This is an optimization exercise on Yosys and OpenROAD, whose aim is small area, a short achievable clock period and few clock cycles per item, not a production implementation.
At most, simulation tests tie the RTL to the original design; equivalence was not proved.
No functional check of the RTL was part of run 1.

==> flow/design.v, too long to show whole: its modules and the start of the top module <==
// module cm_mul: 875 lines
// module cm_fa: 4 lines
// module cm_ha: 4 lines
// module cm_xor2: 3 lines
// module cm_ao22: 3 lines
// module complex_multiplier: 115 lines
module complex_multiplier
#(
    parameter INTEGER_WIDTH = 3,
    parameter FRACTIONAL_WIDTH = 13
)
(
    input  wire                                          clk,
    input  wire                                          rst_n,
    input  wire                                          input_a_tvalid,
    output wire                                          input_a_tready,
    input  wire [2*(INTEGER_WIDTH+FRACTIONAL_WIDTH)-1:0] input_a_tdata,
    input  wire                                          input_b_tvalid,
    output wire                                          input_b_tready,
    input  wire [2*(INTEGER_WIDTH+FRACTIONAL_WIDTH)-1:0] input_b_tdata,
    output reg                                           output_prod_tvalid,
    input  wire                                          output_prod_tready,
    output wire [2*(INTEGER_WIDTH+FRACTIONAL_WIDTH)-1:0] output_prod_tdata
);
  // ...
==> flow/run.sh <==
#!/bin/bash
# synth_recipe.tcl (not shown) runs the flow's synth.tcl, then flattens the netlist and writes it again
# the make line also repeats each setting of config.mk as NAME=value (left out here)
make -C /OpenROAD-flow-scripts/flow DESIGN_CONFIG=/design/flow/config.mk WORK_HOME=/design/flow/orfs CLKGATE_MAP_FILE= SYNTH_SCRIPT=/design/flow/synth_recipe.tcl finish
==> flow/config.mk <==
export PLATFORM = sky130hd
export DESIGN_NAME = complex_multiplier
export DESIGN_NICKNAME = complex_multiplier
export VERILOG_FILES = /design/flow/design.v
export SDC_FILE = /design/flow/constraint.sdc
export NUM_CORES = 4
export LEC_CHECK = 0
export CAP_MARGIN = 20
export CORE_MARGIN = 2
export CORE_UTILIZATION = 40
export SETUP_SLACK_MARGIN = 5
export SLEW_MARGIN = 20
export SYNTH_HIERARCHICAL = 1
export SYNTH_MINIMUM_KEEP_SIZE = 0
==> flow/constraint.sdc <==
create_clock -name core_clock -period 10.0 [get_ports {clk}]
set_input_delay 2.0000 -clock core_clock [delete_from_list [all_inputs] [get_ports {clk}]]
set_output_delay 2.0000 -clock core_clock [all_outputs]
set_load 0.01 [all_outputs]
==> impl_metrics.toml, run 1 <==
[worst_setup_path]
end_kind = "output port"
slowest_delay_ps = 800
critical_path_peak_fanout = 17
critPathBufInv = 2
cp.required_ps = 8000
worstPathArrival_ps = 2610

[cells_and_area]
final_common_cell = "xor2_1"
buf_share_pct = 4.480
fin_nets = 3533
seq_cells = 312
reg.largest.list = "q0 x32, q1 x32"
multi_input_area_mm2 = 0.02308
finalNonFillerCells = 4054
inverters = 124
multi_input_area_share_pct = 61.95
area_growth_pct = 9.515

[synth]
synth_xor_area_share_pct = 15.37
synth_nets = 3463
ys_types = 73
async_flop_share_pct = 0

[routing]
wl_per_cell_um = 22.25
drt_first_pass_iters = 5
wl_met1_mm = 41.98
top_layer = "met5"
drc = 0

[global_route]
grt_max_degree = 61
grt.busiest_layer = "met2"
use_met3_pct = 3.687

[die]
die-area_mm2 = 0.08739
num_rows = 106

[clocking]
cts_resized = 0
cts_hold_buf = 0
clkTransAtPathRegs_ps = 60

[timing]
fin_tns_setup_ps = 0

[min_path]
min_to = "v1$_SDFFE_PN0N_"
worst_hold_startpoint = "v0$_SDFFE_PN0P_"

[status]
outcome = "finished clean"

[place]
hpwl_mm = 64.20
==> module complex_multiplier, before the edit <==
module complex_multiplier
#(
    parameter INTEGER_WIDTH = 3,
    parameter FRACTIONAL_WIDTH = 13
)
(
    input  wire                                          clk,
    input  wire                                          rst_n,
    input  wire                                          input_a_tvalid,
    output wire                                          input_a_tready,
    input  wire [2*(INTEGER_WIDTH+FRACTIONAL_WIDTH)-1:0] input_a_tdata,
    input  wire                                          input_b_tvalid,
    output wire                                          input_b_tready,
    input  wire [2*(INTEGER_WIDTH+FRACTIONAL_WIDTH)-1:0] input_b_tdata,
    output reg                                           output_prod_tvalid,
    input  wire                                          output_prod_tready,
    output wire [2*(INTEGER_WIDTH+FRACTIONAL_WIDTH)-1:0] output_prod_tdata
);
    reg         v0, v1, q1v;
    reg  [15:0] ar, ai;
    reg  [24:0] br, bi;     
    function [24:0] booth_enc;
        input [15:0] y;
        integer k;
        reg y2, y1, y0;
        begin
            for (k = 0; k < 8; k = k + 1) begin
                y2 = y[2*k+1];
                y1 = y[2*k];
                y0 = (k == 0) ? 1'b0 : y[2*k-1];
                booth_enc[k]      = y1 ^ y0;                                    
                booth_enc[8 + k]  = (y2 & ~y1 & ~y0) | (~y2 & y1 & y0);         
                booth_enc[16 + k] = y2 & ~(y1 & y0);                            
            end
            booth_enc[24] = y[15];
        end
    endfunction
    reg  [31:0] q0, q1;
    reg         wp, rp;
    wire take = output_prod_tready;                     
    wire en1  = ~v1 | ~q1v | take;                      
    wire en0  = ~v0 | en1;
    wire rdy  = ~(v0 & v1 & q1v);
    assign input_a_tready = rdy;
    assign input_b_tready = rdy;
    assign output_prod_tdata = rp ? q1 : q0;
    wire fire = input_a_tvalid & input_b_tvalid & rdy;
    wire mv1  = v1 & en1;                               
    always @(posedge clk) begin
        if (!rst_n) begin
            v0 <= 1'b0;
            v1 <= 1'b0;
            output_prod_tvalid <= 1'b0;
            q1v <= 1'b0;
            wp <= 1'b0;
            rp <= 1'b0;
        end else begin
            if (mv1) wp <= ~wp;
            if (output_prod_tvalid & take) rp <= ~rp;
            if (en0) v0 <= fire;
            if (en1) v1 <= v0;
            if (~output_prod_tvalid | take)
                output_prod_tvalid <= q1v | mv1;
            if (q1v) begin
                if (take) q1v <= mv1;
            end else begin
                q1v <= mv1 & output_prod_tvalid & ~take;
            end
        end
    end
    wire [18:0] m_a0, m_a1, m_a2, m_a3;
    wire [18:0] m_b0, m_b1, m_b2, m_b3;
    wire [3:0]  m_c, m_s;
    reg  [18:0] c_a0, c_a1, c_a2, c_a3;
    reg  [18:0] c_b0, c_b1, c_b2, c_b3;
    reg  [3:0]  c_c, c_s;
    cm_mul mul_rr1 (.x(ar), .one(br[7:0]), .two(br[15:8]), .neg(br[23:16]), .ys(br[24]), .a(m_a0), .b(m_b0), .cl(m_c[0]), .sgn(m_s[0]));
    cm_mul mul_rr2 (.x(ai), .one(bi[7:0]), .two(bi[15:8]), .neg(bi[23:16]), .ys(bi[24]), .a(m_a1), .b(m_b1), .cl(m_c[1]), .sgn(m_s[1]));
    cm_mul mul_ri1 (.x(ar), .one(bi[7:0]), .two(bi[15:8]), .neg(bi[23:16]), .ys(bi[24]), .a(m_a2), .b(m_b2), .cl(m_c[2]), .sgn(m_s[2]));
    cm_mul mul_ri2 (.x(ai), .one(br[7:0]), .two(br[15:8]), .neg(br[23:16]), .ys(br[24]), .a(m_a3), .b(m_b3), .cl(m_c[3]), .sgn(m_s[3]));
    wire [18:0] t0 = c_a0 + c_b0 + c_c[0];
    wire [14:0] h0 = t0[18:4];
    wire [18:0] t1 = c_a1 + c_b1 + c_c[1];
    wire [14:0] h1 = t1[18:4];
    wire [18:0] t2 = c_a2 + c_b2 + c_c[2];
    wire [14:0] h2 = t2[18:4];
    wire [18:0] t3 = c_a3 + c_b3 + c_c[3];
    wire [14:0] h3 = t3[18:4];
    wire [15:0] prod_real = {c_s[0], h0} - {c_s[1], h1};
    wire [15:0] prod_imag = {c_s[2], h2} + {c_s[3], h3};
    always @(posedge clk) begin
        if (en0) begin
            ar <= input_a_tdata[15:0];
            ai <= input_a_tdata[31:16];
            br <= booth_enc(input_b_tdata[15:0]);
            bi <= booth_enc(input_b_tdata[31:16]);
        end
        if (en1) begin
            c_a0 <= m_a0;
            c_a1 <= m_a1;
            c_a2 <= m_a2;
            c_a3 <= m_a3;
            c_b0 <= m_b0;
            c_b1 <= m_b1;
            c_b2 <= m_b2;
            c_b3 <= m_b3;
            c_c <= m_c;
            c_s <= m_s;
        end
        if (mv1 & ~wp)
            q0 <= {prod_imag, prod_real};
        if (mv1 & wp)
            q1 <= {prod_imag, prod_real};
    end
endmodule
==> inputs of run 2 (changes only) <==
--- a/flow/design.v
+++ b/flow/design.v
@@ -1,12 +1,12 @@
 `default_nettype none
 `timescale 1ns / 1ps
 module cm_mul (input wire [15:0] x, input wire [7:0] one, input wire [7:0] two, input wire [7:0] neg, input wire ys,
-               output wire [18:0] a, output wire [18:0] b, output wire cl, output wire sgn);
+               output wire [14:0] a, output wire [14:0] b, output wire cl, output wire sgn);
     wire pp0_0;
     wire w0_0;
     wire pp0_1;
     wire w0_1;
     wire pp0_2;
     wire w0_2;
     wire pp0_3;
     wire w0_3;
@@ -777,107 +777,107 @@
     cm_fa u_s45 (.a(pp2_16), .b(pp3_14), .ci(pp4_12), .s(s45), .co(c46));
     cm_ha u_s47 (.a(pp3_15), .b(pp4_13), .s(s47), .co(c48));
     cm_ha u_s49 (.a(pp0_6), .b(pp1_4), .s(s49), .co(c50));
     cm_ha u_s51 (.a(pp0_7), .b(pp1_5), .s(s51), .co(c52));
     cm_fa u_s53 (.a(pp0_8), .b(pp1_6), .ci(pp2_4), .s(s53), .co(c54));
     cm_ha u_s55 (.a(pp3_2), .b(pp4_0), .s(s55), .co(c56));
     cm_fa u_s57 (.a(pp0_9), .b(pp1_7), .ci(pp2_5), .s(s57), .co(c58));
     cm_ha u_s59 (.a(pp3_3), .b(pp4_1), .s(s59), .co(c60));
-    cm_fa u_s61 (.a(s1), .b(pp2_6), .ci(pp3_4), .s(s61), .co(c62));
-    cm_fa u_s63 (.a(pp4_2), .b(pp5_0), .ci(neg[5]), .s(s63), .co(c64));
-    cm_fa u_s65 (.a(s3), .b(pp2_7), .ci(pp3_5), .s(s65), .co(c66));
-    cm_fa u_s67 (.a(pp4_3), .b(pp5_1), .ci(c2), .s(s67), .co(c68));
-    cm_fa u_s69 (.a(s5), .b(s7), .ci(pp5_2), .s(s69), .co(c70));
-    cm_fa u_s71 (.a(pp6_0), .b(neg[6]), .ci(c4), .s(s71), .co(c72));
-    cm_fa u_s73 (.a(s9), .b(s11), .ci(pp5_3), .s(s73), .co(c74));
-    cm_fa u_s75 (.a(pp6_1), .b(c6), .ci(c8), .s(s75), .co(c76));
-    cm_fa u_s77 (.a(s13), .b(s15), .ci(s17), .s(s77), .co(c78));
-    cm_fa u_s79 (.a(neg[7]), .b(c10), .ci(c12), .s(s79), .co(c80));
-    cm_fa u_s81 (.a(s19), .b(s21), .ci(s23), .s(s81), .co(c82));
-    cm_fa u_s83 (.a(c14), .b(c16), .ci(c18), .s(s83), .co(c84));
-    cm_fa u_s85 (.a(s25), .b(s27), .ci(s29), .s(s85), .co(c86));
-    cm_fa u_s87 (.a(c20), .b(c22), .ci(c24), .s(s87), .co(c88));
-    cm_fa u_s89 (.a(s31), .b(s33), .ci(s35), .s(s89), .co(c90));
-    cm_fa u_s91 (.a(c26), .b(c28), .ci(c30), .s(s91), .co(c92));
-    cm_fa u_s93 (.a(s37), .b(s39), .ci(pp7_4), .s(s93), .co(c94));
-    cm_fa u_s95 (.a(c32), .b(c34), .ci(c36), .s(s95), .co(c96));
-    cm_fa u_s97 (.a(s41), .b(s43), .ci(pp7_5), .s(s97), .co(c98));
-    assign s99 = ~(c38 ^ c40);
-    assign c100 = c38 | c40;
-    cm_fa u_s101 (.a(s45), .b(pp5_10), .ci(pp6_8), .s(s101), .co(c102));
-    cm_fa u_s103 (.a(pp7_6), .b(c42), .ci(c44), .s(s103), .co(c104));
-    cm_fa u_s105 (.a(s47), .b(pp5_11), .ci(pp6_9), .s(s105), .co(c106));
-    assign s107 = ~(pp7_7 ^ c46);
-    assign c108 = pp7_7 | c46;
+    cm_fa u_s61 (.a(pp2_6), .b(pp3_4), .ci(pp4_2), .s(s61), .co(c62));
+    cm_fa u_s63 (.a(pp5_0), .b(neg[5]), .ci(c60), .s(s63), .co(c64));
+    cm_fa u_s65 (.a(pp2_7), .b(pp3_5), .ci(pp4_3), .s(s65), .co(c66));
+    cm_fa u_s67 (.a(pp5_1), .b(c2), .ci(s3), .s(s67), .co(c68));
+    cm_fa u_s69 (.a(pp5_2), .b(pp6_0), .ci(neg[6]), .s(s69), .co(c70));
+    cm_fa u_s71 (.a(c4), .b(s7), .ci(c66), .s(s71), .co(c72));
+    cm_fa u_s73 (.a(pp5_3), .b(pp6_1), .ci(c8), .s(s73), .co(c74));
+    cm_fa u_s75 (.a(s11), .b(c6), .ci(c70), .s(s75), .co(c76));
+    cm_fa u_s77 (.a(neg[7]), .b(c12), .ci(s17), .s(s77), .co(c78));
+    cm_fa u_s79 (.a(c10), .b(s13), .ci(s15), .s(s79), .co(c80));
+    cm_fa u_s81 (.a(c18), .b(s23), .ci(c14), .s(s81), .co(c82));
+    cm_fa u_s83 (.a(c16), .b(s19), .ci(s21), .s(s83), .co(c84));
+    cm_fa u_s85 (.a(s29), .b(c24), .ci(c20), .s(s85), .co(c86));
+    cm_fa u_s87 (.a(c22), .b(s25), .ci(s27), .s(s87), .co(c88));
+    cm_fa u_s89 (.a(s35), .b(c30), .ci(c26), .s(s89), .co(c90));
+    cm_fa u_s91 (.a(c28), .b(s31), .ci(s33), .s(s91), .co(c92));
+    cm_fa u_s93 (.a(pp7_4), .b(c36), .ci(c32), .s(s93), .co(c94));
+    cm_fa u_s95 (.a(c34), .b(s37), .ci(s39), .s(s95), .co(c96));
+    assign s97 = ~(pp7_5 ^ s43);
+    assign c98 = pp7_5 | s43;
+    cm_fa u_s99 (.a(c38), .b(c40), .ci(s41), .s(s99), .co(c100));
+    cm_fa u_s101 (.a(pp5_10), .b(pp6_8), .ci(pp7_6), .s(s101), .co(c102));
+    cm_fa u_s103 (.a(c98), .b(c44), .ci(c42), .s(s103), .co(c104));
+    cm_fa u_s105 (.a(pp5_11), .b(pp6_9), .ci(pp7_7), .s(s105), .co(c106));
+    assign s107 = ~(s47 ^ c46);
+    assign c108 = s47 | c46;
     cm_fa u_s109 (.a(pp3_16), .b(pp4_14), .ci(pp5_12), .s(s109), .co(c110));
-    cm_fa u_s111 (.a(pp6_10), .b(pp7_8), .ci(c48), .s(s111), .co(c112));
+    cm_fa u_s111 (.a(pp6_10), .b(pp7_8), .ci(c108), .s(s111), .co(c112));
     cm_fa u_s113 (.a(pp4_15), .b(pp5_13), .ci(pp6_11), .s(s113), .co(c114));
     assign s115 = ~pp7_9;
     assign c116 = pp7_9;
     cm_fa u_s117 (.a(pp4_16), .b(pp5_14), .ci(pp6_12), .s(s117), .co(c118));
     cm_ha u_s119 (.a(pp5_15), .b(pp6_13), .s(s119), .co(c120));
     cm_ha u_s121 (.a(pp0_4), .b(pp1_2), .s(s121), .co(c122));
     cm_ha u_s123 (.a(pp0_5), .b(pp1_3), .s(s123), .co(c124));
-    cm_fa u_s125 (.a(s49), .b(pp2_2), .ci(pp3_0), .s(s125), .co(c126));
-    cm_fa u_s127 (.a(s51), .b(pp2_3), .ci(pp3_1), .s(s127), .co(c128));
-    cm_fa u_s129 (.a(s53), .b(s55), .ci(neg[4]), .s(s129), .co(c130));
-    cm_fa u_s131 (.a(s57), .b(s59), .ci(c54), .s(s131), .co(c132));
-    cm_fa u_s133 (.a(s61), .b(s63), .ci(c58), .s(s133), .co(c134));
-    cm_fa u_s135 (.a(s65), .b(s67), .ci(c62), .s(s135), .co(c136));
-    cm_fa u_s137 (.a(s69), .b(s71), .ci(c66), .s(s137), .co(c138));
-    cm_fa u_s139 (.a(s73), .b(s75), .ci(c70), .s(s139), .co(c140));
-    cm_fa u_s141 (.a(s77), .b(s79), .ci(c74), .s(s141), .co(c142));
-    cm_fa u_s143 (.a(s81), .b(s83), .ci(c78), .s(s143), .co(c144));
-    cm_fa u_s145 (.a(s85), .b(s87), .ci(c82), .s(s145), .co(c146));
-    cm_fa u_s147 (.a(s89), .b(s91), .ci(c86), .s(s147), .co(c148));
-    cm_fa u_s149 (.a(s93), .b(s95), .ci(c90), .s(s149), .co(c150));
-    cm_fa u_s151 (.a(s97), .b(s99), .ci(c94), .s(s151), .co(c152));
-    cm_fa u_s153 (.a(s101), .b(s103), .ci(c98), .s(s153), .co(c154));
-    cm_fa u_s155 (.a(s105), .b(s107), .ci(c102), .s(s155), .co(c156));
-    cm_fa u_s157 (.a(s109), .b(s111), .ci(c106), .s(s157), .co(c158));
-    cm_fa u_s159 (.a(s113), .b(s115), .ci(c110), .s(s159), .co(c160));
-    cm_fa u_s161 (.a(s117), .b(pp7_10), .ci(c114), .s(s161), .co(c162));
-    assign s163 = ~(s119 ^ pp7_11);
-    assign c164 = s119 | pp7_11;
+    cm_fa u_s125 (.a(pp2_2), .b(pp3_0), .ci(neg[3]), .s(s125), .co(c126));
+    cm_fa u_s127 (.a(pp2_3), .b(pp3_1), .ci(c50), .s(s127), .co(c128));
+    cm_fa u_s129 (.a(neg[4]), .b(c52), .ci(s55), .s(s129), .co(c130));
+    cm_fa u_s131 (.a(c56), .b(s59), .ci(c54), .s(s131), .co(c132));
+    cm_fa u_s133 (.a(s1), .b(c58), .ci(s61), .s(s133), .co(c134));
+    cm_fa u_s135 (.a(c62), .b(s65), .ci(c64), .s(s135), .co(c136));
+    cm_fa u_s137 (.a(s69), .b(s5), .ci(c68), .s(s137), .co(c138));
+    cm_fa u_s139 (.a(s9), .b(s73), .ci(c72), .s(s139), .co(c140));
+    cm_fa u_s141 (.a(c74), .b(s77), .ci(c76), .s(s141), .co(c142));
+    cm_fa u_s143 (.a(c78), .b(s81), .ci(c80), .s(s143), .co(c144));
+    cm_fa u_s145 (.a(c82), .b(s85), .ci(c84), .s(s145), .co(c146));
+    cm_fa u_s147 (.a(c86), .b(s89), .ci(c88), .s(s147), .co(c148));
+    cm_fa u_s149 (.a(c90), .b(s93), .ci(c92), .s(s149), .co(c150));
+    cm_fa u_s151 (.a(s97), .b(c94), .ci(c96), .s(s151), .co(c152));
+    cm_fa u_s153 (.a(s101), .b(s45), .ci(s103), .s(s153), .co(c154));
+    cm_fa u_s155 (.a(s107), .b(c102), .ci(s105), .s(s155), .co(c156));
+    cm_fa u_s157 (.a(c48), .b(c106), .ci(s109), .s(s157), .co(c158));
+    cm_fa u_s159 (.a(s115), .b(c110), .ci(c112), .s(s159), .co(c160));
+    cm_fa u_s161 (.a(pp7_10), .b(c116), .ci(c114), .s(s161), .co(c162));
+    assign s163 = ~(pp7_11 ^ s119);
+    assign c164 = pp7_11 | s119;
     cm_fa u_s165 (.a(pp5_16), .b(pp6_14), .ci(pp7_12), .s(s165), .co(c166));
     cm_ha u_s167 (.a(pp6_15), .b(pp7_13), .s(s167), .co(c168));
     cm_ha u_s169 (.a(pp0_2), .b(pp1_0), .s(s169), .co(c170));
     cm_ha u_s171 (.a(pp0_3), .b(pp1_1), .s(s171), .co(c172));
-    cm_fa u_s173 (.a(s121), .b(pp2_0), .ci(neg[2]), .s(s173), .co(c174));
-    cm_fa u_s175 (.a(s123), .b(pp2_1), .ci(c122), .s(s175), .co(c176));
-    cm_fa u_s177 (.a(s125), .b(neg[3]), .ci(c124), .s(s177), .co(c178));
-    cm_fa u_s179 (.a(s127), .b(c50), .ci(c126), .s(s179), .co(c180));
-    cm_fa u_s181 (.a(s129), .b(c52), .ci(c128), .s(s181), .co(c182));
-    cm_fa u_s183 (.a(s131), .b(c56), .ci(c130), .s(s183), .co(c184));
-    cm_fa u_s185 (.a(s133), .b(c60), .ci(c132), .s(s185), .co(c186));
-    cm_fa u_s187 (.a(s135), .b(c64), .ci(c134), .s(s187), .co(c188));
-    cm_fa u_s189 (.a(s137), .b(c68), .ci(c136), .s(s189), .co(c190));
-    cm_fa u_s191 (.a(s139), .b(c72), .ci(c138), .s(s191), .co(c192));
-    cm_fa u_s193 (.a(s141), .b(c76), .ci(c140), .s(s193), .co(c194));
-    cm_fa u_s195 (.a(s143), .b(c80), .ci(c142), .s(s195), .co(c196));
-    cm_fa u_s197 (.a(s145), .b(c84), .ci(c144), .s(s197), .co(c198));
-    cm_fa u_s199 (.a(s147), .b(c88), .ci(c146), .s(s199), .co(c200));
-    cm_fa u_s201 (.a(s149), .b(c92), .ci(c148), .s(s201), .co(c202));
-    cm_fa u_s203 (.a(s151), .b(c96), .ci(c150), .s(s203), .co(c204));
-    cm_fa u_s205 (.a(s153), .b(c100), .ci(c152), .s(s205), .co(c206));
-    cm_fa u_s207 (.a(s155), .b(c104), .ci(c154), .s(s207), .co(c208));
-    cm_fa u_s209 (.a(s157), .b(c108), .ci(c156), .s(s209), .co(c210));
-    cm_fa u_s211 (.a(s159), .b(c112), .ci(c158), .s(s211), .co(c212));
-    cm_fa u_s213 (.a(s161), .b(c116), .ci(c160), .s(s213), .co(c214));
+    cm_fa u_s173 (.a(pp2_0), .b(neg[2]), .ci(c172), .s(s173), .co(c174));
+    cm_fa u_s175 (.a(pp2_1), .b(c122), .ci(s123), .s(s175), .co(c176));
+    cm_fa u_s177 (.a(c124), .b(s49), .ci(s125), .s(s177), .co(c178));
+    cm_fa u_s179 (.a(s51), .b(c126), .ci(s127), .s(s179), .co(c180));
+    cm_fa u_s181 (.a(s53), .b(c128), .ci(s129), .s(s181), .co(c182));
+    cm_fa u_s183 (.a(s57), .b(c130), .ci(s131), .s(s183), .co(c184));
+    cm_fa u_s185 (.a(s63), .b(c132), .ci(s133), .s(s185), .co(c186));
+    cm_fa u_s187 (.a(s67), .b(c134), .ci(s135), .s(s187), .co(c188));
+    cm_fa u_s189 (.a(s71), .b(c136), .ci(s137), .s(s189), .co(c190));
+    cm_fa u_s191 (.a(s75), .b(c138), .ci(s139), .s(s191), .co(c192));
+    cm_fa u_s193 (.a(s79), .b(c140), .ci(s141), .s(s193), .co(c194));
+    cm_fa u_s195 (.a(s83), .b(c142), .ci(s143), .s(s195), .co(c196));
+    cm_fa u_s197 (.a(s87), .b(c144), .ci(s145), .s(s197), .co(c198));
+    cm_fa u_s199 (.a(s91), .b(c146), .ci(s147), .s(s199), .co(c200));
+    cm_fa u_s201 (.a(s95), .b(c148), .ci(s149), .s(s201), .co(c202));
+    cm_fa u_s203 (.a(s99), .b(c150), .ci(s151), .s(s203), .co(c204));
+    cm_fa u_s205 (.a(c100), .b(c152), .ci(s153), .s(s205), .co(c206));
+    cm_fa u_s207 (.a(c104), .b(s155), .ci(c154), .s(s207), .co(c208));
+    cm_fa u_s209 (.a(s111), .b(c156), .ci(s157), .s(s209), .co(c210));
+    cm_fa u_s211 (.a(s113), .b(s159), .ci(c158), .s(s211), .co(c212));
+    cm_fa u_s213 (.a(s117), .b(c160), .ci(s161), .s(s213), .co(c214));
     cm_fa u_s215 (.a(s163), .b(c118), .ci(c162), .s(s215), .co(c216));
-    cm_fa u_s217 (.a(s165), .b(c120), .ci(c164), .s(s217), .co(c218));
+    cm_fa u_s217 (.a(c164), .b(c120), .ci(s165), .s(s217), .co(c218));
     assign s219 = ~(s167 ^ c166);
     assign c220 = s167 | c166;
     wire [27:0] ra = {s219, s217, s215, s213, s211, s209, s207, s205, s203, s201, s199, s197, s195, s193, s191, s189, s187, s185, s183, s181, s179, s177, s175, s173, s171, s169, pp0_1, pp0_0};
-    wire [27:0] rb = {c218, c216, c214, c212, c210, c208, c206, c204, c202, c200, c198, c196, c194, c192, c190, c188, c186, c184, c182, c180, c178, c176, c174, c172, c170, neg[1], 1'b0, neg[0]};
-    wire [9:0] lo = ra[8:0] + rb[8:0];
-    assign cl = lo[9];
-    assign a = ra[27:9];
-    assign b = rb[27:9];
+    wire [27:0] rb = {c218, c216, c214, c212, c210, c208, c206, c204, c202, c200, c198, c196, c194, c192, c190, c188, c186, c184, c182, c180, c178, c176, c174, s121, c170, neg[1], 1'b0, neg[0]};
+    wire [13:0] lo = ra[12:0] + rb[12:0];
+    assign cl = lo[13];
+    assign a = ra[27:13];
+    assign b = rb[27:13];
     assign sgn = (x[15] ^ ys) & (|x) & (|(one | two));
 endmodule
 module cm_fa (input wire a, input wire b, input wire ci, output wire s, output wire co);
     assign s = a ^ b ^ ci;
     assign co = (a & b) | (a & ci) | (b & ci);
 endmodule
 module cm_ha (input wire a, input wire b, output wire s, output wire co);
     assign s = a ^ b;
@@ -924,66 +924,61 @@
                 booth_enc[k]      = y1 ^ y0;                                    
                 booth_enc[8 + k]  = (y2 & ~y1 & ~y0) | (~y2 & y1 & y0);         
                 booth_enc[16 + k] = y2 & ~(y1 & y0);                            
             end
             booth_enc[24] = y[15];
         end
     endfunction
     reg  [31:0] q0, q1;
-    reg         wp, rp;
     wire take = output_prod_tready;                     
-    wire en1  = ~v1 | ~q1v | take;                      
+    wire en1  = ~v1 | ~q1v;                             
     wire en0  = ~v0 | en1;
     wire rdy  = ~(v0 & v1 & q1v);
     assign input_a_tready = rdy;
     assign input_b_tready = rdy;
-    assign output_prod_tdata = rp ? q1 : q0;
+    assign output_prod_tdata = q0;
     wire fire = input_a_tvalid & input_b_tvalid & rdy;
     wire mv1  = v1 & en1;                               
     always @(posedge clk) begin
         if (!rst_n) begin
             v0 <= 1'b0;
             v1 <= 1'b0;
             output_prod_tvalid <= 1'b0;
             q1v <= 1'b0;
-            wp <= 1'b0;
-            rp <= 1'b0;
         end else begin
-            if (mv1) wp <= ~wp;
-            if (output_prod_tvalid & take) rp <= ~rp;
             if (en0) v0 <= fire;
             if (en1) v1 <= v0;
             if (~output_prod_tvalid | take)
                 output_prod_tvalid <= q1v | mv1;
             if (q1v) begin
                 if (take) q1v <= mv1;
             end else begin
                 q1v <= mv1 & output_prod_tvalid & ~take;
             end
         end
     end
-    wire [18:0] m_a0, m_a1, m_a2, m_a3;
-    wire [18:0] m_b0, m_b1, m_b2, m_b3;
+    wire [14:0] m_a0, m_a1, m_a2, m_a3;
+    wire [14:0] m_b0, m_b1, m_b2, m_b3;
     wire [3:0]  m_c, m_s;
-    reg  [18:0] c_a0, c_a1, c_a2, c_a3;
-    reg  [18:0] c_b0, c_b1, c_b2, c_b3;
+    reg  [14:0] c_a0, c_a1, c_a2, c_a3;
+    reg  [14:0] c_b0, c_b1, c_b2, c_b3;
     reg  [3:0]  c_c, c_s;
     cm_mul mul_rr1 (.x(ar), .one(br[7:0]), .two(br[15:8]), .neg(br[23:16]), .ys(br[24]), .a(m_a0), .b(m_b0), .cl(m_c[0]), .sgn(m_s[0]));
     cm_mul mul_rr2 (.x(ai), .one(bi[7:0]), .two(bi[15:8]), .neg(bi[23:16]), .ys(bi[24]), .a(m_a1), .b(m_b1), .cl(m_c[1]), .sgn(m_s[1]));
     cm_mul mul_ri1 (.x(ar), .one(bi[7:0]), .two(bi[15:8]), .neg(bi[23:16]), .ys(bi[24]), .a(m_a2), .b(m_b2), .cl(m_c[2]), .sgn(m_s[2]));
     cm_mul mul_ri2 (.x(ai), .one(br[7:0]), .two(br[15:8]), .neg(br[23:16]), .ys(br[24]), .a(m_a3), .b(m_b3), .cl(m_c[3]), .sgn(m_s[3]));
-    wire [18:0] t0 = c_a0 + c_b0 + c_c[0];
-    wire [14:0] h0 = t0[18:4];
-    wire [18:0] t1 = c_a1 + c_b1 + c_c[1];
-    wire [14:0] h1 = t1[18:4];
-    wire [18:0] t2 = c_a2 + c_b2 + c_c[2];
-    wire [14:0] h2 = t2[18:4];
-    wire [18:0] t3 = c_a3 + c_b3 + c_c[3];
-    wire [14:0] h3 = t3[18:4];
+    wire [15:0] u0 = {c_a0, 1'b1} + {c_b0, c_c[0]};
+    wire [14:0] h0 = u0[15:1];    
+    wire [15:0] u1 = {c_a1, 1'b1} + {c_b1, c_c[1]};
+    wire [14:0] h1 = u1[15:1];    
+    wire [15:0] u2 = {c_a2, 1'b1} + {c_b2, c_c[2]};
+    wire [14:0] h2 = u2[15:1];    
+    wire [15:0] u3 = {c_a3, 1'b1} + {c_b3, c_c[3]};
+    wire [14:0] h3 = u3[15:1];    
     wire [15:0] prod_real = {c_s[0], h0} - {c_s[1], h1};
     wire [15:0] prod_imag = {c_s[2], h2} + {c_s[3], h3};
     always @(posedge clk) begin
         if (en0) begin
             ar <= input_a_tdata[15:0];
             ai <= input_a_tdata[31:16];
             br <= booth_enc(input_b_tdata[15:0]);
             bi <= booth_enc(input_b_tdata[31:16]);
@@ -995,14 +990,14 @@
             c_a3 <= m_a3;
             c_b0 <= m_b0;
             c_b1 <= m_b1;
             c_b2 <= m_b2;
             c_b3 <= m_b3;
             c_c <= m_c;
             c_s <= m_s;
         end
-        if (mv1 & ~wp)
-            q0 <= {prod_imag, prod_real};
-        if (mv1 & wp)
+        if (~output_prod_tvalid | take)
+            q0 <= q1v ? q1 : {prod_imag, prod_real};
+        if (~q1v | take)
             q1 <= {prod_imag, prod_real};
     end
 endmodule
==> run 2 against run 1 <==
Still clean on timing, DRC and antenna. Via count rose by 1.4%. Synthesized area is 2.8% lower. Global-route usage up 0.65 points. Final area decreased by 2.6%. Sequential share of layout area down 2.1 points. Synthesized cell count grew 0.92%. Register-to-register slack better by 110 ps. Utilization decreased by 0.10 points. Critical path type is now reg -> reg. Highest routed layer unchanged.
==> impl_metrics.toml, run 2 <==
[cells_and_area]
final_common_cell = "xor2_1"
n_antenna_cell = 0
reg.largest.list = "q0 x32, q1 x32"
area_growth_pct = 9.812
fin_nets = 3579
final_cell_mix = "534 x xor2_1, 528 x a22o_1, 346 x fa_1, 274 x edfxtp_1, 232 x ha_1"
drive_gt1_share_pct = 5.918

[place]
gp_congestion = 0.8819
port_buffers = 103
hpwl_mm = 65.88

[die]
die_w_um = 291.5
die-area_mm2 = 0.08495
core_region_area_mm2 = 0.08198
die_h_um = 291.5
num_rows = 105
start_util_pct = 40.32
io_pins = 104

[timing]
setup_violations = 0
timing.slew.headroom_pct = 22.96
fmax_ghz = 0.2298
finClkSkew_ps = 33.85
period_share_pct = 43.51
rsz0062_at_grt = "no"
fin_tns_setup_ps = 0
whs_ps = 510.2
worstMarginPinSlew_ps = 1156
slew_viol_final = 0
fin_crit_ps = 4351
finalHoldViolCount = 0

[routing]
wl_per_cell_um = 22.63
antenna_left = 0
vias = 23840
vias_per_cell = 5.920
wirelength_mm = 91.15
drc = 0
drt_first_pass_iters = 5
drt_iter0_drc = 1795

[clocking]
cts_sinks = 278
clkTransAtPathRegs_ps = 60
cts_tree = "built"
clkLatencyLatePin_ps = 590
clockBufferDepth = 3
root_buffer = "clkbuf_16"
cts_hold_buf = 0
cts_max_level = 2
cts_setup_buffers = 0
numCtsBuffers = 37
cts_resized = 0

[global_route]
antenna_found_initial = 2
grt_pass1_wl_mm = 145.2
grt_max_degree = 80
gr-total-overflow = 0
grt_usage_pct = 21.51
grt_pass1_vias = 24310

[worst_setup_path]
cpMostUsedCell = "fa_1"
slowest_delay_ps = 1120
critPathLaunchType = "register"
worstPathArrival_ps = 4680
crit_family = "adder cells"
crit_chain = "xor2_1 > a22o_1 > fa_1 > fa_1 > fa_1 > ha_1 > a21o_1 > a21oi_1 > o2bb2ai_1 > a31oi_1"
critical_path_peak_fanout = 18
critical_path_class = "reg -> reg"
worst_path_max_delay_cell = "edfxtp_1"
cp.required_ps = 10330
end_kind = "register"
critPathBufInv = 0

[flow_run]
maxCapViolCount = 0

[synth]
synth_nets = 3493
syn_area_per_cell_um2 = 11.61
async_flop_share_pct = 0
synth_most_common_cell = "xor2_1"
synthTopCellsByCount = "534 x xor2_1, 528 x a22o_1, 346 x fa_1"
netlist_top_cells_area = "edfxtp_1 25%, fa_1 21%, xor2_1 14%"
yosysTopAreaCell = "edfxtp_1"
syn_area_mm2 = 0.03305
yosysSeqAreaShare_pct = 25.14
synthCells = 2846
synth_top_area_share_pct = 24.89
yosys_warnings = 7
ys.flop_type = "edfxtp_1"
synth_edf_count = 274
ys_seq_elements = 278
ys_types = 59

[status]
outcome = "finished clean"

[min_path]
hp-class = "reg -> reg"
[run 2: cell type report]
class	count	area [um2]
fillers	7663	45680
flip-flops and latches	278	8308
repair buffers	185	1680
clock buffers	42	944.7
well taps	1070	1339
inverters	129	484.2
multi-input cells	2301	23310
clock inverters	22	232.7
[run 2: modules after synthesis (local to each module, per instance)]
| module | flip-flops and latches | times used | cells inside | area (um2) |
|---|---|---|---|---|
| complex_multiplier | 278 | 1 | 1014 | 13530 |
| cm_mul | 0 | 4 | 97 | 693.2 |
| cm_fa | 0 | 340 | 1 | 20.02 |
| cm_ha | 0 | 72 | 1 | 12.51 |
| cm_ao22 | 0 | 528 | 1 | 8.758 |
| cm_xor2 | 0 | 504 | 1 | 8.758 |
[run 2: kinds of logic (layout without fill, tap and decap cells)]
kind of cell    after synthesis  in the layout  synth area share [%]
buf+inv                     267            378                 4.410
xor+xnor                    591            591                 15.66
flops                       278            278                 25.14
compound gates              805            805                 19.36
mux                          23             23                0.7798
fa+ha+maj                   578            578                 29.74
simple gates                304            304                 4.910
[run 2: metal layers]
layer / vias up / share of wire (%) / global-route usage [%]
met5: - / 0.039 / 0
met4: 4 / 3.3 / 7.103
met3: 161 / 6.3 / 3.283
met2: 898 / 44 / 33.45
met1: 12070 / 46 / 30.67
li1: 10710 / - / -
[run 2: through the flow]
| stage | cell area (um2) | utilization [%] | setup WS [ps] | instances |
|---|---|---|---|---|
| after detailed placement | 35050 | 42.75 | 5717 | 3958 |
| after CTS | 36220 | 44.19 | 5631 | 4022 |
| after global routing | 36290 | 44.27 | 5507 | 4027 |
| after floorplan | 33050 | - | 5671 | 2846 |
| after global placement | 35050 | 42.75 | 5754 | 3958 |
| final | 36290 | 44.27 | 5649 | 4027 |
[run 2: tightest hold or removal path, delay by kind of cell (launching register included)]
family	cells	cell delay, ps
flops	1	320
simple gates	2	90
[run 2: worst paths after layout]
kind,slack (ps),startpoint,to,cells after the start
max,5650,ar[5]$_DFFE_PP_,c_c[0]$_DFFE_PP_,10
min,510,q1[22]$_DFFE_PP_,q0[22]$_DFFE_PP_,2
max reg2reg,5650,ar[5]$_DFFE_PP_,c_c[0]$_DFFE_PP_,10
min reg2reg,510,q1[22]$_DFFE_PP_,q0[22]$_DFFE_PP_,2
Testbench counts of run 2, summed over its fixed seeds: cycles 12,024, items 12,000.
==> inputs of run 3 (changes only) <==
==> flow/flow/run.sh (new file) <==
#!/bin/bash
# The standard layout (standard.sh), with the port buffers made as sky130_fd_sc_hd__buf_2
# cells instead of buffer_ports' default, and timing repair aiming at 5.8 ns of setup slack.
set -euo pipefail
export BUFFER_PORTS_ARGS="-buffer_cell sky130_fd_sc_hd__buf_2"
export SETUP_SLACK_MARGIN=5.8
bash standard.sh > standard.log 2>&1
==> flow/standard.sh (new file) <==
#!/bin/bash
# synth_recipe.tcl (not shown) runs the flow's synth.tcl, then flattens the netlist and writes it again
# the make line also repeats each setting of config.mk as NAME=value (left out here)
make -C /OpenROAD-flow-scripts/flow DESIGN_CONFIG=/design/flow/config.mk WORK_HOME=/design/flow/orfs CLKGATE_MAP_FILE= SYNTH_SCRIPT=/design/flow/synth_recipe.tcl "${@:-finish}"
--- a/flow/config.mk
+++ b/flow/config.mk
@@ -9,5 +9,4 @@
 export CORE_MARGIN = 2
 export CORE_UTILIZATION = 40
-export SETUP_SLACK_MARGIN = 5
 export SLEW_MARGIN = 20
 export SYNTH_HIERARCHICAL = 1
removed: flow/run.sh
==> run 3 against run 2 <==
Still clean. Fmax up 7.2%. Via count fell by 0.57%. Setup slack better by 290 ps. Utilization decreased by 0.35 points. Critical path type unchanged. Critical endpoint unchanged. Highest routed layer is now met4.
==> impl_metrics.toml, run 3 <==
[status]
outcome = "finished clean"

[synth]
synth_top_area_share_pct = 24.89
synth_edf_count = 274
synthTopCellsByCount = "534 x xor2_1, 528 x a22o_1, 346 x fa_1"
synth_nets = 3493
async_flop_share_pct = 0
syn_area_per_cell_um2 = 11.61
yosys_warnings = 7
yosysSeqAreaShare_pct = 25.14
ys_types = 59
synthCells = 2846
yosysTopAreaCell = "edfxtp_1"
synth_most_common_cell = "xor2_1"
syn_area_mm2 = 0.03305
netlist_top_cells_area = "edfxtp_1 25%, fa_1 21%, xor2_1 14%"
ys_seq_elements = 278
ys.flop_type = "edfxtp_1"

[die]
num_rows = 105
start_util_pct = 40.32
die_w_um = 291.5
die_h_um = 291.5
core_region_area_mm2 = 0.08198
io_pins = 104
die-area_mm2 = 0.08495

[timing]
setup_ws_ps = 5943
fmax_ghz = 0.2465
fin_tns_setup_ps = 0
worstMarginPinSlew_ps = 1069
period_share_pct = 40.57
setup_violations = 0
timing.slew.headroom_pct = 28.76
rsz0062_at_grt = "yes"
finClkSkew_ps = 34.30
fin_crit_ps = 4057
slew_viol_final = 0
finalHoldViolCount = 0

[worst_setup_path]
cpMostUsedCell = "fa_1"
end_kind = "register"
slowest_delay_ps = 850
critical_path_class = "reg -> reg"
cp.required_ps = 10330
crit_family = "adder cells"
crit_chain = "buf_8 > xor2_1 > a22o_1 > ha_1 > fa_1 > fa_1 > fa_1 > ha_1 > a31oi_1 > o2bb2ai_1 > a31oi_1"
worst_path_max_delay_cell = "edfxtp_1"
critical_path_peak_fanout = 11
critPathBufInv = 1
critPathLaunchType = "register"
worstPathArrival_ps = 4390

[clocking]
numCtsBuffers = 36
clockBufferDepth = 3
cts_tree = "built"
cts_hold_buf = 0
clkLatencyLatePin_ps = 580
root_buffer = "clkbuf_16"
clkTransAtPathRegs_ps = 60
cts_max_level = 2
cts_sinks = 278

[global_route]
grt_usage_pct = 21.46
grt_pass1_vias = 24080
antenna_found_initial = 1
gr-total-overflow = 0
grt_max_degree = 82
grt_pass1_wl_mm = 143.8

[routing]
vias = 23700
drc = 0
vias_per_cell = 5.857
drt_first_pass_iters = 5
wirelength_mm = 90.93
wl_per_cell_um = 22.47
antenna_left = 0
drt_iter0_drc = 1907

[cells_and_area]
fin_nets = 3597
reg.largest.list = "q0 x32, q1 x32"
final_cell_mix = "534 x xor2_1, 528 x a22o_1, 346 x fa_1, 274 x edfxtp_1, 231 x ha_1"
drive_gt1_share_pct = 10.18
n_antenna_cell = 0
fin_area_mm2 = 0.03601
nFillCells = 7653
area_growth_pct = 8.953
final_common_cell = "xor2_1"

[min_path]
hp-class = "reg -> reg"

[flow_run]
maxCapViolCount = 0

[place]
placed_area_mm2 = 0.03457
hpwl_mm = 65.59
dp_slack_ps = 5705
gp_congestion = 0.9118
port_buffers = 103
==> run 3: cell count changes in the layout (fill, tap and decap cells not counted), sizes merged <==
cell / change
clkdlybuf4s50: -103
inv: +3
bufinv: +3
clkbuf: -1
clkinv: -1
buf: +122
clkinvlp: -3
==> run 3: worst paths after layout <==
check                        start  slack [ps]  depth (start not counted)               end
setup / recovery  ar[10]$_DFFE_PP_        5940                         11  c_c[0]$_DFFE_PP_
hold / removal    q1[23]$_DFFE_PP_         520                          2  q0[23]$_DFFE_PP_
setup reg to reg  ar[10]$_DFFE_PP_        5940                         11  c_c[0]$_DFFE_PP_
hold reg to reg   q1[23]$_DFFE_PP_         520                          2  q0[23]$_DFFE_PP_
==> run 3: timing repair <==
action                                  CTS  global route
buffers inserted                         16             3
pin swaps                                 0             1
endpoints found under the setup margin    1            12
gates cloned                              0             0
gates resized for setup                   0             9
==> run 3: layer usage <==
| layer | part of all wire, % | GRT usage, % |
|---|---|---|
| met1 | 45 | 30.21 |
| met2 | 43 | 32.36 |
| met3 | 7.2 | 4.314 |
| met4 | 4.2 | 8.599 |
| met5 | 0 | 0 |
==> run 3: kinds of logic after synthesis <==
family	share of synthesized area, %
muxes	0.7798
DFF	25.14
xor gates and xnor gates	15.66
and+or+nand+nor	4.910
buffers and inverters	4.410
adders and majority gates	29.74
AOI/OAI and AO/OA	19.36
==> run 3: cell type report <==
class,instances,area [um2],share of cell area [%]
clock buffers,41,919.6,2.554
clock inverters,24,302.8,0.8408
inverters,129,484.2,1.345
multi-input cells,2301,23350,64.85
flip-flops and latches,278,8308,23.07
well taps,1070,1339,3.718
repair buffers,204,1305,3.624
==> run 3: through the flow <==
stage,cells,util [%],hold slack (ps)
after global placement,3961,42.15,499.9
after global routing,4047,43.93,552.5
after detailed placement,3962,42.17,506.3
after floorplan,2846,-,479.5
final,4047,43.93,522.7
after CTS,4043,43.80,521.0
==> run 3: worst reg2reg max path: cells and delay by family, from the launching register on <==
kind                       cells  cell delay (ps)
DFF                            1              850
AOI/OAI and AO/OA              4              670
xor gates and xnor gates       1              230
adders and majority gates      5             1830
buffers and inverters          1              250
==> run 3: modules after synthesis, one instance, submodules excluded <==
module              copies in the design  flip-flops and latches
cm_ha                                 72                       0
complex_multiplier                     1                     278
cm_fa                                340                       0
cm_ao22                              528                       0
cm_mul                                 4                       0
cm_xor2                              504                       0
==> inputs of run 4 (changes only) <==
==> flow/flow/run.sh (replaced) <==
#!/bin/bash
# The standard layout (standard.sh), with the port buffers made as sky130_fd_sc_hd__buf_2
# cells instead of buffer_ports' default, and timing repair aiming at 5.5 ns of setup slack.
set -euo pipefail
export BUFFER_PORTS_ARGS="-buffer_cell sky130_fd_sc_hd__buf_2"
export SETUP_SLACK_MARGIN=5.5
bash standard.sh > standard.log 2>&1
==> run 4 against run 3 <==
Fmax fell by 4.2%. Sequential share of layout area hardly changed.
==> impl_metrics.toml, run 4 <==
[timing]
fin_crit_ps = 4236
worstMarginPinSlew_ps = 991.3
setup_violations = 0
timing.slew.headroom_pct = 33.50
rsz0062_at_grt = "no"
finClkSkew_ps = 26.83
period_share_pct = 42.36
slew_viol_final = 0
fmax_ghz = 0.2361
finalHoldViolCount = 0
fin_tns_setup_ps = 0

[die]
die_w_um = 291.5
die_h_um = 291.5
core_region_area_mm2 = 0.08198
num_rows = 105
io_pins = 104
die-area_mm2 = 0.08495
start_util_pct = 40.32

[global_route]
grt.met1_usage_pct = 29.98
gr-total-overflow = 0
grt_usage_pct = 21.32
use_met2_pct = 32.27
antenna_found_initial = 0
grt.busiest_layer = "met2"
grt_pass1_wl_mm = 143.4
grt_pass1_vias = 24200
grt_max_degree = 66
use_met3_pct = 4.596

[synth]
ys_seq_elements = 278
ys_types = 59
syn_area_mm2 = 0.03305
syn_area_per_cell_um2 = 11.61
yosys_warnings = 7
synth_edf_count = 274
yosysSeqAreaShare_pct = 25.14
ys.flop_type = "edfxtp_1"
synthCells = 2846
async_flop_share_pct = 0
synthTopCellsByCount = "534 x xor2_1, 528 x a22o_1, 346 x fa_1"
synth_most_common_cell = "xor2_1"
synth_top_area_share_pct = 24.89
synth_nets = 3493
yosysTopAreaCell = "edfxtp_1"
netlist_top_cells_area = "edfxtp_1 25%, fa_1 21%, xor2_1 14%"

[place]
hpwl_mm = 65.30
gp_congestion = 0.9009
port_buffers = 103

[worst_setup_path]
critical_path_class = "reg -> reg"
cp.required_ps = 10300
rrSetupSlack_ps = 5760
critPathLaunchType = "register"
worstPathArrival_ps = 4530
crit-reg2reg-capture = "q0[31]$_DFFE_PP_"
r2r-start = "c_a2[0]$_DFFE_PP_"
critical_path_peak_fanout = 6
r2r_cells = 14
end_kind = "register"

[clocking]
clkTransAtPathRegs_ps = 60
cts_sinks = 278
numCtsBuffers = 36
cts_setup_buffers = 0
cts_max_level = 2
cts_tree = "built"
clockBufferDepth = 3
clkLatencyLatePin_ps = 570
cts_resized = 0
root_buffer = "clkbuf_16"
cts_hold_buf = 0

[cells_and_area]
area_growth_pct = 8.767
nFillCells = 7759
drive_gt1_share_pct = 9.625
reg.largest.list = "q0 x32, q1 x32"
final_common_cell = "xor2_1"
fin_nets = 3581
final_cell_mix = "534 x xor2_1, 528 x a22o_1, 346 x fa_1, 274 x edfxtp_1, 232 x ha_1"
n_antenna_cell = 0

[status]
outcome = "finished clean"

[flow_run]
maxCapViolCount = 0

[min_path]
worst_hold_startpoint = "q1[22]$_DFFE_PP_"
holdPathStages = 2
hp-class = "reg -> reg"
min_to = "q0[22]$_DFFE_PP_"

[routing]
wirelength_mm = 90.03
antenna_left = 0
wl_per_cell_um = 22.33
drt_first_pass_iters = 5
drc = 0
vias = 23660
vias_per_cell = 5.869
drt_iter0_drc = 1949
[run 4: per-module statistics from Yosys, one instance, submodules excluded]
module,flip-flops and latches,cells inside,times used
cm_fa,0,1,340
complex_multiplier,278,1014,1
cm_ao22,0,1,528
cm_mul,0,97,4
cm_ha,0,1,72
cm_xor2,0,1,504
[run 4: kinds of logic after synthesis]
group | after synthesis | share of synthesized area [%]
compound gates | 805 | 19.36
xor+xnor | 591 | 15.66
fa+ha+maj | 578 | 29.74
buf+inv | 267 | 4.410
flops | 278 | 25.14
mux | 23 | 0.7798
simple gates | 304 | 4.910
[run 4: final cells by class]
type | instances | area (um2) | share of cell area, %
Multi-Input combinational cell | 2301 | 23310 | 64.85
Timing Repair Buffer | 188 | 1231 | 3.425
Sequential cell | 278 | 8308 | 23.11
Clock buffer | 39 | 912.1 | 2.537
Tap cell | 1070 | 1339 | 3.724
Clock inverter | 26 | 361.6 | 1.006
Inverter | 129 | 484.2 | 1.347
[run 4: critical path, cell delays in order, from the launching register on]
cell and delay (ps):
edfxtp_1 430, ha_1 310, a21oi_1 190, o211ai_1 220, o41ai_1 580, o21a_1 250, o21ai_0 100, xor2_1 190
ha_1 400, a21oi_1 210, o21ai_0 140, a221oi_1 310, o21ai_1 160, xnor2_1 170, mux2_2 290
[run 4: worst max-delay path by stage]
stage                     slack [ps]               from                end  depth (start not counted)
after floorplan                 5670     q1v$_SDFF_PN0_  c_a0[0]$_DFFE_PP_                          4
after detailed placement        5730    ar[6]$_DFFE_PP_   c_c[0]$_DFFE_PP_                         10
after global placement          5790    ar[6]$_DFFE_PP_   c_c[0]$_DFFE_PP_                         10
after CTS                       5690    ar[9]$_DFFE_PP_   c_c[0]$_DFFE_PP_                          9
after global routing            5510  c_a2[0]$_DFFE_PP_   q0[31]$_DFFE_PP_                         14
final                           5760  c_a2[0]$_DFFE_PP_   q0[31]$_DFFE_PP_                         14
[run 4: through the flow]
step	hold WS [ps]	area, um2	utilization [%]	std cells	setup WS, ps
6_report	518.5	35950	43.85	4031	5764
3_3_place_gp	501.2	34540	42.13	3959	5792
2_1_floorplan	479.5	33050	-	2846	5671
3_5_place_dp	510.7	34550	42.15	3960	5734
4_1_cts	524.1	35830	43.70	4025	5692
5_1_grt	542.7	35950	43.85	4031	5506
[run 4: routing by layer]
layer | part of all wire [%] | up-vias | routed length, um
met5 | 0 | - | 0
li1 | - | 10700 | -
met3 | 7.6 | 159 | 6819
met1 | 45 | 11900 | 40810
met4 | 3.9 | 0 | 3520
met2 | 43 | 903 | 38870
==> inputs of run 5 (changes only) <==
==> flow/flow/run.sh (replaced) <==
#!/bin/bash
# The standard layout (standard.sh), with the port buffers made as sky130_fd_sc_hd__buf_2
# cells instead of buffer_ports' default, and timing repair aiming at 6.3 ns of setup slack.
set -euo pipefail
export BUFFER_PORTS_ARGS="-buffer_cell sky130_fd_sc_hd__buf_2"
export SETUP_SLACK_MARGIN=6.3
bash standard.sh > standard.log 2>&1
==> run 5 against run 4 <==
Final cell count grew 2.9%. Sequential cell count is the same. Wire length grew 7.0%. Sequential share of layout area shrank 1.4 points. Setup slack gained 500 ps. Clock-buffer cell count grew 1. Synthesized area is the same. Global-route usage grew 0.60 points. Still clean. Fmax grew 13%.
==> impl_metrics.toml, run 5 <==
[synth]
ys_seq_elements = 278
synth_xor_area_share_pct = 15.66
synth_top_area_share_pct = 24.89
synth-simple-area-share_pct = 4.910
synth_compound_area_share_pct = 19.36
synthTopCellsByCount = "534 x xor2_1, 528 x a22o_1, 346 x fa_1"
synth_most_common_cell = "xor2_1"
async_flop_share_pct = 0
synthCells = 2846
synth_nets = 3493
synthMuxAreaShare_pct = 0.7798
ys_types = 59
syn_area_per_cell_um2 = 11.61
synth_top_family_by_area = "adder cells"
synth_fa_ha_area_share_pct = 29.74
yosysTopAreaCell = "edfxtp_1"
yosysSeqAreaShare_pct = 25.14
synth_edf_count = 274
yosys_warnings = 7
netlist_top_cells_area = "edfxtp_1 25%, fa_1 21%, xor2_1 14%"
ys.flop_type = "edfxtp_1"
syn_area_mm2 = 0.03305

[die]
io_pins = 104
die_h_um = 291.5
die-area_mm2 = 0.08495
core_region_area_mm2 = 0.08198
num_rows = 105
start_util_pct = 40.32
die_w_um = 291.5

[timing]
timing.slew.headroom_pct = 31.11
slew_viol_final = 0
fin_tns_setup_ps = 0
setup_violations = 0
fmax_ghz = 0.2675
setup_ws_ps = 6262
whs_ps = 516.8
finalHoldViolCount = 0
fin_crit_ps = 3738
worstMarginPinSlew_ps = 1027
rsz0062_at_grt = "yes"
period_share_pct = 37.38
finClkSkew_ps = 19.52

[cells_and_area]
drive_gt1_share_pct = 21.33
n_antenna_cell = 0
area_growth_pct = 15.96
fin_nets = 3696
final_common_cell = "a22o_1"
final_cell_mix = "528 x a22o_1, 525 x xor2_1, 274 x edfxtp_1, 221 x fa_1, 202 x ha_1"
reg.largest.list = "q0 x32, q1 x32"

[flow_run]
maxCapViolCount = 0

[worst_setup_path]
cp.required_ps = 10280
end_kind = "register"
critPathLaunchType = "register"
startpoint = "br[19]$_DFFE_PP_"
critical_path_class = "reg -> reg"
worstPathArrival_ps = 4020
critical_path_peak_fanout = 36
r2r-start = "br[19]$_DFFE_PP_"

[clocking]
clockBufferDepth = 3
cts_hold_buf = 0
cts_sinks = 278
cts_max_level = 2
cts_tree = "built"
root_buffer = "clkbuf_16"
clkLatencyLatePin_ps = 570
numCtsBuffers = 37
clkTransAtPathRegs_ps = 60

[routing]
antenna_left = 0
wl_per_cell_um = 23.24
vias = 24350
drc = 0
wirelength_mm = 96.35
drt_first_pass_iters = 5
vias_per_cell = 5.874
drt_iter0_drc = 1956

[status]
outcome = "finished clean"

[min_path]
hp-class = "reg -> reg"
worst_hold_startpoint = "q1[23]$_DFFE_PP_"

[place]
gp_congestion = 0.9115
port_buffers = 103
dp_slack_ps = 5601
hpwl_mm = 65.94

[global_route]
grt_pass1_wl_mm = 146.6
grt_pass1_vias = 24510
antenna_found_initial = 1
grt_usage_pct = 21.92
gr-total-overflow = 0
grt_max_degree = 82
-- run 5: path summary, 6_finish.rpt --
| kind | to | slack (ps) | depth (start not counted) |
|---|---|---|---|
| max | c_c[0]$_DFFE_PP_ | 6260 | 11 |
| min reg2reg | q0[23]$_DFFE_PP_ | 520 | 2 |
| min | q0[23]$_DFFE_PP_ | 520 | 2 |
| max reg2reg | c_c[0]$_DFFE_PP_ | 6260 | 11 |
-- run 5: what timing repair did --
| item | CTS | global route |
|---|---|---|
| setup endpoints to repair | 74 | 23 |
| gates resized for setup | 88 | 133 |
| pin swaps | 30 | 66 |
| gates cloned | 1 | 7 |
| setup buffers | 62 | 53 |
-- run 5: kinds of logic (layout without fill, tap and decap cells) --
| kind of cell | Yosys count | after routing |
|---|---|---|
| compound gates | 805 | 805 |
| xor+xnor | 591 | 591 |
| fa+ha+maj | 578 | 578 |
| simple gates | 304 | 304 |
| flops | 278 | 278 |
| buf+inv | 267 | 497 |
| mux | 23 | 23 |
-- run 5: stage by stage --
step	cells	utilization, %	area (um2)
2_1_floorplan	2846	-	33470
3_3_place_gp	3956	42.52	34860
3_5_place_dp	3956	42.52	34860
4_1_cts	4085	45.28	37120
5_1_grt	4146	46.75	38330
6_report	4146	46.75	38330
-- run 5: worst max-delay path, cell delays in order, from the launching register on --
cell and delay [ps]:
edfxtp_1 410, buf_12 200, xor2_1 220, a22o_1 250, fa_1 550, fa_1 440, fa_1 550, ha_4 220
a21o_1 180, a21oi_4 170, o2bb2ai_2 160, a31oi_4 70
-- run 5: layer usage --
layer	share of wire (%)	track usage, %	vias up
met2	44	33.44	963
met4	3.8	7.933	2
met1	45	31.02	12270
met5	0.013	0	-
li1	-	-	10930
met3	7.3	4.177	183
-- run 5: per-module statistics from Yosys (local to each module, per instance) --
| module | cells inside | times used | flops+latches | area [um2] |
|---|---|---|---|---|
| cm_xor2 | 1 | 504 | 0 | 8.758 |
| cm_ha | 1 | 72 | 0 | 12.51 |
| cm_ao22 | 1 | 528 | 0 | 8.758 |
| cm_mul | 97 | 4 | 0 | 693.2 |
| complex_multiplier | 1014 | 1 | 278 | 13530 |
| cm_fa | 1 | 340 | 0 | 20.02 |
-- run 5: final cells by class --
class	instances	area [um2]
inverter	129	484.2
timing repair buffer	302	2430
multi-input combinational	2301	24440
clock inverter	26	364.1
fill	7484	43650
sequential	278	8309
tap	1070	1339
clock buffer	40	958.4
==> inputs of run 6 (changes only) <==
==> flow/flow/run.sh (replaced) <==
#!/bin/bash
# The standard layout (standard.sh), with the port buffers made as sky130_fd_sc_hd__buf_2
# cells instead of buffer_ports' default, and timing repair aiming at 6.0 ns of setup slack.
set -euo pipefail
export BUFFER_PORTS_ARGS="-buffer_cell sky130_fd_sc_hd__buf_2"
export SETUP_SLACK_MARGIN=6.0
bash standard.sh > standard.log 2>&1
==> run 6 against run 5 <==
Non-clock buffer count decreased by 74. Final area is 5.3% lower. Synthesized cell count did not move. Global-route usage shrank 0.76 points. Clock skew increased by 1.5 ps. Sequential cell count is the same. Critical endpoint is now q0[14]$_DFFE_PP_. Highest routed layer is now met4.
==> impl_metrics.toml, run 6 <==
[synth]
netlist_top_cells_area = "edfxtp_1 25%, fa_1 21%, xor2_1 14%"
syn_area_per_cell_um2 = 11.61
synthCells = 2846
yosysTopAreaCell = "edfxtp_1"
ys.flop_type = "edfxtp_1"
yosysSeqAreaShare_pct = 25.14
async_flop_share_pct = 0
syn_area_mm2 = 0.03305
synth_top_area_share_pct = 24.89
ys_seq_elements = 278
synthTopCellsByCount = "534 x xor2_1, 528 x a22o_1, 346 x fa_1"
yosys_warnings = 7
synth_nets = 3493
ys_types = 59
synth_most_common_cell = "xor2_1"
synth_edf_count = 274

[routing]
wl_met3_mm = 6.287
drt_first_pass_iters = 5
drt_iter0_drc = 1956
wirelength_mm = 90.48
vias = 23820
wl_per_cell_um = 22.21
antenna_left = 0
drc = 0
top_layer = "met4"
vias_per_cell = 5.848
wl_met2_mm = 39.73
wl_met1_mm = 41.44

[cells_and_area]
area_growth_pct = 9.858
fin_nets = 3622
final_common_cell = "xor2_1"
final_cell_mix = "533 x xor2_1, 528 x a22o_1, 337 x fa_1, 274 x edfxtp_1, 225 x ha_1"
drive_gt1_share_pct = 11.99
reg.largest.list = "q0 x32, q1 x32"

[place]
gp_congestion = 0.9108
hpwl_mm = 65.42
port_buffers = 103

[worst_setup_path]
critPathLaunchType = "register"
critical_path_class = "reg -> reg"
worstPathArrival_ps = 4350
cp.required_ps = 10440
rrSetupSlack_ps = 6090
end_kind = "register"
critical_path_peak_fanout = 10

[status]
outcome = "finished clean"

[timing]
fmax_ghz = 0.2559
fin_crit_ps = 3908
period_share_pct = 39.08
whs_ps = 510.2
setup_violations = 0
rsz0062_at_grt = "yes"
timing.slew.headroom_pct = 34.01
finalHoldViolCount = 0
worstMarginPinSlew_ps = 983.7
finClkSkew_ps = 21.04
slew_viol_final = 0
fin_tns_setup_ps = 0

[global_route]
grt_max_degree = 67
grt_usage_pct = 21.17
grt_pass1_vias = 24110
antenna_found_initial = 1
grt_pass1_wl_mm = 142.7
gr-total-overflow = 0

[die]
die_h_um = 291.5
io_pins = 104
die-area_mm2 = 0.08495
start_util_pct = 40.32
num_rows = 105
core_region_area_mm2 = 0.08198
die_w_um = 291.5

[clocking]
clkLatencyLatePin_ps = 580
clkTransAtPathRegs_ps = 60
numCtsBuffers = 37
clockBufferDepth = 3
cts_tree = "built"
root_buffer = "clkbuf_16"
cts_max_level = 2
cts_sinks = 278

[flow_run]
maxCapViolCount = 0

[min_path]
hp-class = "reg -> reg"
-- run 6: changes by cell type in the layout (fill, tap and decap cells not counted), moves of 17 or more --
cell     before  now
a21oi_2      21    4
fa_1        221  337
a21oi_1      47   65
buf_4       158  114
ha_1        202  225
fa_2        125    9
ha_4         23    2
-- run 6: final cells by class --
| cell class | instances | area [um2] |
|---|---|---|
| Inverter | 129 | 484.2 |
| Clock inverter | 25 | 230.2 |
| Multi-Input combinational cell | 2301 | 23460 |
| Antenna cell | 1 | 2.502 |
| Fill cell | 7707 | 45670 |
| Timing Repair Buffer | 228 | 1516 |
| Clock buffer | 42 | 965.9 |
| Sequential cell | 278 | 8308 |
| Tap cell | 1070 | 1339 |
-- run 6: layer usage --
layer,vias to the layer above,GRT usage [%]
met5,-,0
met4,0,6.940
met3,131,3.337
met2,896,32.46
met1,12010,30.54
li1,10780,-
-- run 6: cells by family after synthesis --
group	count (synthesis)	share of synthesized area, %
AOI/OAI and AO/OA	805	19.36
and+or+nand+nor	304	4.910
muxes	23	0.7798
adders and majority gates	578	29.74
xor gates and xnor gates	591	15.66
DFF	278	25.14
buffers and inverters	267	4.410
-- run 6: worst paths after layout --
kind	startpoint	endpoint	depth (start not counted)
max	c_c[1]$_DFFE_PP_	q0[14]$_DFFE_PP_	13
min	q1[18]$_DFFE_PP_	q0[18]$_DFFE_PP_	2
max reg2reg	c_c[1]$_DFFE_PP_	q0[14]$_DFFE_PP_	13
min reg2reg	q1[18]$_DFFE_PP_	q0[18]$_DFFE_PP_	2
-- run 6: modules after synthesis (local to each module, per instance) --
module / cell area [um2] / cells
cm_ha: 12.51 / 1
cm_fa: 20.02 / 1
complex_multiplier: 13530 / 1014
cm_mul: 693.2 / 97
cm_ao22: 8.758 / 1
cm_xor2: 8.758 / 1
-- run 6: repair_timing --
action                                  CTS  global route
endpoints found under the setup margin    6            15
pin swaps                                 1            15
hold buffers                              0             0
endpoints found under the hold margin     0             0
buffers inserted                         30            16
resized for setup                         6            33
-- run 6: critical path: stages, from the launching register on --
cell,delay [ps]
edfxtp_1,510
fa_2,420
a21o_1,210
a311oi_2,270
o211ai_1,170
a31oi_1,200
o21bai_1,120
xnor2_2,250
ha_4,270
a21oi_1,210
o21ai_0,160
a221o_1,400
or4b_1,480
nand3_1,100
-- run 6: through the flow --
step           cells  util [%]  cell area (um2)  worst slack (ps)
2_1_floorplan   2846         -            33070              5821
3_3_place_gp    3959     42.16            34560              5759
3_5_place_dp    3960     42.17            34570              5763
4_1_cts         4057     43.98            36050              5913
5_1_grt         4073     44.29            36310              5899
6_report        4074     44.29            36310              6092

[port drivers added, routing unchanged]
No port has a modelled driver above. Below, the same layouts with a new extraction and two added sets of constraints.
Step 1 (the two cells are an assumption about what drives the block):
set clk [get_ports {clk}]
set_driving_cell -lib_cell sky130_fd_sc_hd__clkbuf_16 $clk
set_driving_cell -lib_cell sky130_fd_sc_hd__buf_2 [delete_from_list [all_inputs] $clk]
Step 2 moves the port delays by t, midway between the first and last clock arrival at a register: inputs arrive t later, outputs are due t later. That takes back most of the time a late clock gives input paths.
Three values: ideal ports, drivers, drivers and shift; two values: the first two.
| run | t, ns | setup slack, ns | clock arrival spread, ns | worst register clock-pin slew, ns | pins driven straight from the clock port |
|---|---|---|---|---|---|
| run 1 | 0.613 | 5.387 / 5.327 / 4.854 | 0.020 / 0.020 | 0.06 / 0.06 | 1 |
| run 2 | 0.629 | 5.649 / 5.634 / 5.649 | 0.036 / 0.035 | 0.07 / 0.07 | 1 |
| run 3 | 0.629 | 5.943 / 5.943 / 5.943 | 0.035 / 0.035 | 0.07 / 0.07 | 1 |
| run 4 | 0.621 | 5.764 / 5.764 / 5.764 | 0.030 / 0.030 | 0.07 / 0.07 | 1 |
| run 5 | 0.629 | 6.262 / 6.262 / 6.262 | 0.026 / 0.026 | 0.07 / 0.07 | 1 |
| run 6 | 0.627 | 6.092 / 6.092 / 6.092 | 0.021 / 0.021 | 0.07 / 0.07 | 1 |
After both steps every run listed still meets setup and hold. The setup slack of run 1, which loses most, moves by -0.060 ns with the drivers and by -0.533 ns with both steps.
